Context: an optimization exercise on an open-source flow, tuned for small area, a short achievable clock period and few clock cycles per item. The choices shown serve that exercise and are no tape-out recipe. The RTL was checked by simulation tests, not by an equivalence proof against the original design. Power and IR drop assume default switching activity.

## Mult
module Mult (MultStart, out_A, out_B, rst, clk, HI, LOW, EndMult);
	input wire MultStart;
	input wire [31:0] out_A;
	input wire [31:0] out_B;
	output wire [31:0] HI;
	output wire [31:0] LOW;
	input wire rst;
	input wire clk;
	output reg EndMult;
	always @(posedge clk) EndMult <= ~rst & MultStart;
	wire [32:0] bs;
	assign bs = {out_B, 1'b0};
	wire [32:0] ax = {out_A[31], out_A};
	wire [32:0] ax1 = {out_A, 1'b0};
	wire one0, two0;
	BoothEnc enc0 (.b(bs[2:0]), .one(one0), .two(two0));
	wire neg0 = bs[2] | ~(bs[1] | bs[0]);
	wire [31:0] pp0;
	wire pn0;
	BoothRowX row0 (.one(one0), .two(two0), .nx(bs[2]), .a(out_A), .p(pp0), .pn(pn0));
	wire one1, two1;
	BoothEnc enc1 (.b(bs[4:2]), .one(one1), .two(two1));
	wire neg1 = bs[4] | ~(bs[3] | bs[2]);
	wire [31:0] pp1;
	wire pn1;
	BoothRowX row1 (.one(one1), .two(two1), .nx(bs[4]), .a(out_A), .p(pp1), .pn(pn1));
	wire one2, two2;
	BoothEnc enc2 (.b(bs[6:4]), .one(one2), .two(two2));
	wire neg2 = bs[6] | ~(bs[5] | bs[4]);
	wire [31:0] pp2;
	wire pn2;
	BoothRowX row2 (.one(one2), .two(two2), .nx(bs[6]), .a(out_A), .p(pp2), .pn(pn2));
	wire one3, two3;
	BoothEnc enc3 (.b(bs[8:6]), .one(one3), .two(two3));
	wire neg3 = bs[8] | ~(bs[7] | bs[6]);
	wire [31:0] pp3;
	wire pn3;
	BoothRowX row3 (.one(one3), .two(two3), .nx(bs[8]), .a(out_A), .p(pp3), .pn(pn3));
	wire one4, two4;
	BoothEnc enc4 (.b(bs[10:8]), .one(one4), .two(two4));
	wire neg4 = bs[10] | ~(bs[9] | bs[8]);
	wire [31:0] pp4;
	wire pn4;
	BoothRowX row4 (.one(one4), .two(two4), .nx(bs[10]), .a(out_A), .p(pp4), .pn(pn4));
	wire one5, two5;
  ...
Settings: LEC_CHECK=0, CAP_MARGIN=20, CORE_MARGIN=2, CORE_UTILIZATION=40, CTS_BUF_LIST=sky130_fd_sc_hd__clkbuf_4 sky130_fd_sc_hd__clkbuf_8, SETUP_SLACK_MARGIN=1.7, SLEW_MARGIN=20, SYNTH_HIERARCHICAL=1, SYNTH_MINIMUM_KEEP_SIZE=0, TNS_END_PERCENT=20; clock period 6.5 ns.
standard.sh (not shown) runs the stock make flow with config.mk's settings and CLKGATE_MAP_FILE= SYNTH_SCRIPT=/design/flow/synth_recipe.tcl, a recipe that flattens the netlist after the stock synthesis.
==> flow/flow/run.sh <==
#!/bin/bash
# The standard layout (the standard.sh: ORFS synthesis to finish), except that
# the port buffers are sky130_fd_sc_hd__buf_2 rather than the delay-cell buffer
# that buffer_ports picks by default. The make output goes to standard.log; ORFS
# keeps each step's own log under orfs/logs/.
set -uo pipefail
bash standard.sh "BUFFER_PORTS_ARGS=-buffer_cell sky130_fd_sc_hd__buf_2" finish > standard.log 2>&1
Testbench counts at the start, summed over its fixed seeds: cycles 960, items 960.
Next try:
==> flow/flow/run.sh (replaced) <==
#!/bin/bash
# The standard layout (the standard.sh: ORFS synthesis to finish), except that
# the port buffers are sky130_fd_sc_hd__buf_4 rather than the delay-cell buffer
# that buffer_ports picks by default. The make output goes to standard.log; ORFS
# keeps each step's own log under orfs/logs/.
set -uo pipefail
bash standard.sh "BUFFER_PORTS_ARGS=-buffer_cell sky130_fd_sc_hd__buf_4" finish > standard.log 2>&1
Settings changed: CTS_BUF_LIST sky130_fd_sc_hd__clkbuf_4 sky130_fd_sc_hd__clkbuf_8 to unset, SETUP_SLACK_MARGIN 1.7 to 1.5, TNS_END_PERCENT 20 to unset.
Combinational power stays flat.
Core utilization decreases by 0.59 points.
Global-route usage decreases by 0.55 points.
First-iteration DRC count decreases by about 7.5%.
Final cell count decreases by about 1.6%.
Sequential cell count is unchanged.
Power increases by 2.2%.
Sequential power decreases by about 3%.

========
== build 63 ==
Mult again, from the RTL that the note above started with.
Settings: LEC_CHECK=0, CAP_MARGIN=20, CORE_MARGIN=2, CORE_UTILIZATION=40, CTS_BUF_LIST=sky130_fd_sc_hd__clkbuf_4 sky130_fd_sc_hd__clkbuf_8, SETUP_SLACK_MARGIN=1.5, SLEW_MARGIN=20, SYNTH_HIERARCHICAL=1, SYNTH_MINIMUM_KEEP_SIZE=0; clock period 6.5 ns.
==> flow/flow/run.sh <==
#!/bin/bash
# The standard layout (the standard.sh: ORFS synthesis to finish), except that
# the port buffers are sky130_fd_sc_hd__buf_4 rather than the delay-cell buffer
# that buffer_ports picks by default. The make output goes to standard.log; ORFS
# keeps each step's own log under orfs/logs/.
set -uo pipefail
bash standard.sh "BUFFER_PORTS_ARGS=-buffer_cell sky130_fd_sc_hd__buf_4" finish > standard.log 2>&1
Testbench counts of build 63, summed over its fixed seeds: cycles 960, items 960.
What build 27 does differently from build 63 at the input level:
# build 63
export LEC_CHECK = 0
export CAP_MARGIN = 20
export CORE_MARGIN = 2
export CORE_UTILIZATION = 40
export CTS_BUF_LIST = sky130_fd_sc_hd__clkbuf_4 sky130_fd_sc_hd__clkbuf_8
export SETUP_SLACK_MARGIN = 1.5
export SLEW_MARGIN = 20
export SYNTH_HIERARCHICAL = 1
export SYNTH_MINIMUM_KEEP_SIZE = 0
create_clock -name core_clock -period 6.5 [get_ports {clk}]
# build 27
export LEC_CHECK = 0
export CAP_MARGIN = 20
export CORE_MARGIN = 2
export CORE_UTILIZATION = 40
export CTS_BUF_LIST = sky130_fd_sc_hd__clkbuf_4 sky130_fd_sc_hd__clkbuf_8
export SETUP_SLACK_MARGIN = 1.5
export SLEW_MARGIN = 20
export SYNTH_HIERARCHICAL = 1
export SYNTH_MINIMUM_KEEP_SIZE = 0
export TNS_END_PERCENT = 20
create_clock -name core_clock -period 6.5 [get_ports {clk}]
==> flow/flow/run.sh <==
#!/bin/bash
# The standard layout (the standard.sh: ORFS synthesis to finish), except that
# the port buffers are sky130_fd_sc_hd__buf_2 rather than the delay-cell buffer
# that buffer_ports picks by default. The make output goes to standard.log; ORFS
# keeps each step's own log under orfs/logs/.
set -uo pipefail
bash standard.sh "BUFFER_PORTS_ARGS=-buffer_cell sky130_fd_sc_hd__buf_2" finish > standard.log 2>&1
[summary]
The lower overall fraction of global-route tracks in use came out of build 63. Build 27 reports a higher cell count along the critical path than build 63 does. Diff build 63 -> build 27 | via count | increase of 115. Build 27 ran to completion and came out clean on the timing, design-rule and antenna checks.
Changes in build 38 relative to build 27:
# build 27
export LEC_CHECK = 0
export CAP_MARGIN = 20
export CORE_MARGIN = 2
export CORE_UTILIZATION = 40
export CTS_BUF_LIST = sky130_fd_sc_hd__clkbuf_4 sky130_fd_sc_hd__clkbuf_8
export SETUP_SLACK_MARGIN = 1.5
export SLEW_MARGIN = 20
export SYNTH_HIERARCHICAL = 1
export SYNTH_MINIMUM_KEEP_SIZE = 0
export TNS_END_PERCENT = 20
create_clock -name core_clock -period 6.5 [get_ports {clk}]
# build 38
export LEC_CHECK = 0
export CAP_MARGIN = 20
export CORE_MARGIN = 2
export CORE_UTILIZATION = 40
export SETUP_SLACK_MARGIN = 1.5
export SLEW_MARGIN = 20
export SYNTH_HIERARCHICAL = 1
export SYNTH_MINIMUM_KEEP_SIZE = 0
create_clock -name core_clock -period 6.5 [get_ports {clk}]
==> flow/flow/run.sh <==
#!/bin/bash
# The standard layout (the standard.sh: ORFS synthesis to finish), except that
# the port buffers are sky130_fd_sc_hd__buf_1 rather than the delay-cell buffer
# that buffer_ports picks by default. The make output goes to standard.log; ORFS
# keeps each step's own log under orfs/logs/.
set -uo pipefail
bash standard.sh "BUFFER_PORTS_ARGS=-buffer_cell sky130_fd_sc_hd__buf_1" finish > standard.log 2>&1
### Flow results
In build 38 relative to build 27, number of global-route vias before repair had gone up slightly. Comparing build 38 and build 27, the lower routed length on met1 was measured on build 27. Compared with build 27, build 38 shows number of nets at the end of the flow that has gone up slightly. Looking at total number of cells along the worst setup path, build 38 sits 1 below build 27. Period utilization ended up 0.40 points higher on build 38 than on build 27. met2 usage in global routing ends up lower on build 38. When build 38 is set beside build 27, its area growth from synthesis to layout turns out to be 2.7 points larger. Sort build 38 and build 27 by switching power share of the total asc -> top: build 38. Compared with build 27, build 38 shows a higher routed wire length. Compare build 38 and build 27 | combinational fraction of design power higher: build 27.
Modified inputs, build 8 compared to build 38
# build 38
export LEC_CHECK = 0
export CAP_MARGIN = 20
export CORE_MARGIN = 2
export CORE_UTILIZATION = 40
export SETUP_SLACK_MARGIN = 1.5
export SLEW_MARGIN = 20
export SYNTH_HIERARCHICAL = 1
export SYNTH_MINIMUM_KEEP_SIZE = 0
create_clock -name core_clock -period 6.5 [get_ports {clk}]
# build 8
export LEC_CHECK = 0
export CAP_MARGIN = 20
export CORE_MARGIN = 2
export CORE_UTILIZATION = 40
export SETUP_SLACK_MARGIN = 1.5
export SLEW_MARGIN = 20
export SYNTH_HIERARCHICAL = 1
export SYNTH_MINIMUM_KEEP_SIZE = 0
export TNS_END_PERCENT = 0
create_clock -name core_clock -period 6.5 [get_ports {clk}]
==> flow/flow/run.sh <==
#!/bin/bash
# The standard layout (the standard.sh: ORFS synthesis to finish), except that
# the port buffers are sky130_fd_sc_hd__buf_2 rather than the delay-cell buffer
# that buffer_ports picks by default. The make output goes to standard.log; ORFS
# keeps each step's own log under orfs/logs/.
set -uo pipefail
bash standard.sh "BUFFER_PORTS_ARGS=-buffer_cell sky130_fd_sc_hd__buf_2" finish > standard.log 2>&1
[summary]
Diff build 38 -> build 8: number of antenna violations at the first check in global routing picked up an extra 3; non-clock buffer share of cell area saw a decrease.
| post-layout net count | higher: build 38 |
Diff build 38 -> build 8: shortest period the worst path allows +23 ps, setup slack -23 ps, worst slack at placement +21 ps, antenna diode count -1, detailed router's first-iteration violation count -206.
#### Input delta (build 40 over build 8)
# build 8
export LEC_CHECK = 0
export CAP_MARGIN = 20
export CORE_MARGIN = 2
export CORE_UTILIZATION = 40
export SETUP_SLACK_MARGIN = 1.5
export SLEW_MARGIN = 20
export SYNTH_HIERARCHICAL = 1
export SYNTH_MINIMUM_KEEP_SIZE = 0
export TNS_END_PERCENT = 0
create_clock -name core_clock -period 6.5 [get_ports {clk}]
# build 40
export LEC_CHECK = 0
export CAP_MARGIN = 20
export CORE_MARGIN = 2
export CORE_UTILIZATION = 40
export SETUP_SLACK_MARGIN = 1.7
export SLEW_MARGIN = 20
export SYNTH_HIERARCHICAL = 1
export SYNTH_MINIMUM_KEEP_SIZE = 0
create_clock -name core_clock -period 6.5 [get_ports {clk}]
==> flow/flow/run.sh <==
#!/bin/bash
# The standard layout (the standard.sh: ORFS synthesis to finish), except that
# the port buffers are sky130_fd_sc_hd__buf_4 rather than the delay-cell buffer
# that buffer_ports picks by default. The make output goes to standard.log; ORFS
# keeps each step's own log under orfs/logs/.
set -uo pipefail
bash standard.sh "BUFFER_PORTS_ARGS=-buffer_cell sky130_fd_sc_hd__buf_4" finish > standard.log 2>&1
[summary]
Compared with build 8, build 40 shows total instance count after detailed placement that has gone down slightly. The hold slack of build 40 was inferior to that of build 8. Build 40 vs. build 8: number of clock buffers in the layout now smaller; worst-case vdd ir drop now smaller; post-detailed-routing wire length now larger; global-route wire length before repair now larger. Comparing cell count for build 40 and build 8, the bigger number came from build 40. The summed area of non-filler cells in the final layout of build 40 is higher than that of build 8. For overall power of the completed layout, dividing the value from build 40 by the value from build 8 gives 1.08.

## separate check: timing with driven ports
No port has a modelled driver above. Below, the same layouts with a new extraction and two added sets of constraints.
Step 1 (the two cells are an assumption about what drives the block):
set clk [get_ports {clk}]
set_driving_cell -lib_cell sky130_fd_sc_hd__clkbuf_16 $clk
set_driving_cell -lib_cell sky130_fd_sc_hd__buf_2 [delete_from_list [all_inputs] $clk]
Step 2 adds t to the input delays and takes it off the output delays; t is the mean of the earliest and latest rising clock arrival at the registers after step 1. Input paths then give back, and output paths get back, about the clock's delay inside the block.
Slacks: ideal / step 1 / step 2; pairs: ideal / step 1.
run | t, ns | setup slack, ns | worst setup path after step 2 | cell pins on the clock port's net
the first run of note 1 | 0.620 | 1.679 / 1.619 / 1.145 | input to register | 1
the second run of note 1 | 0.554 | 1.589 / 1.606 / 1.074 | input to register | 1
build 63 | 0.614 | 1.567 / 1.547 / 0.970 | input to register | 1
build 27 | 0.621 | 1.576 / 1.584 / 0.975 | input to register | 1
build 38 | 0.550 | 1.550 / 1.573 / 1.023 | input to register | 1
build 8 | 0.546 | 1.527 / 1.538 / 0.992 | input to register | 1
build 40 | 0.554 | 1.701 / 1.640 / 1.109 | input to register | 1
After both steps setup and hold are still met in every run listed. The setup slack of build 27, which loses most, moves by +0.008 ns with the drivers and by -0.601 ns with both steps.
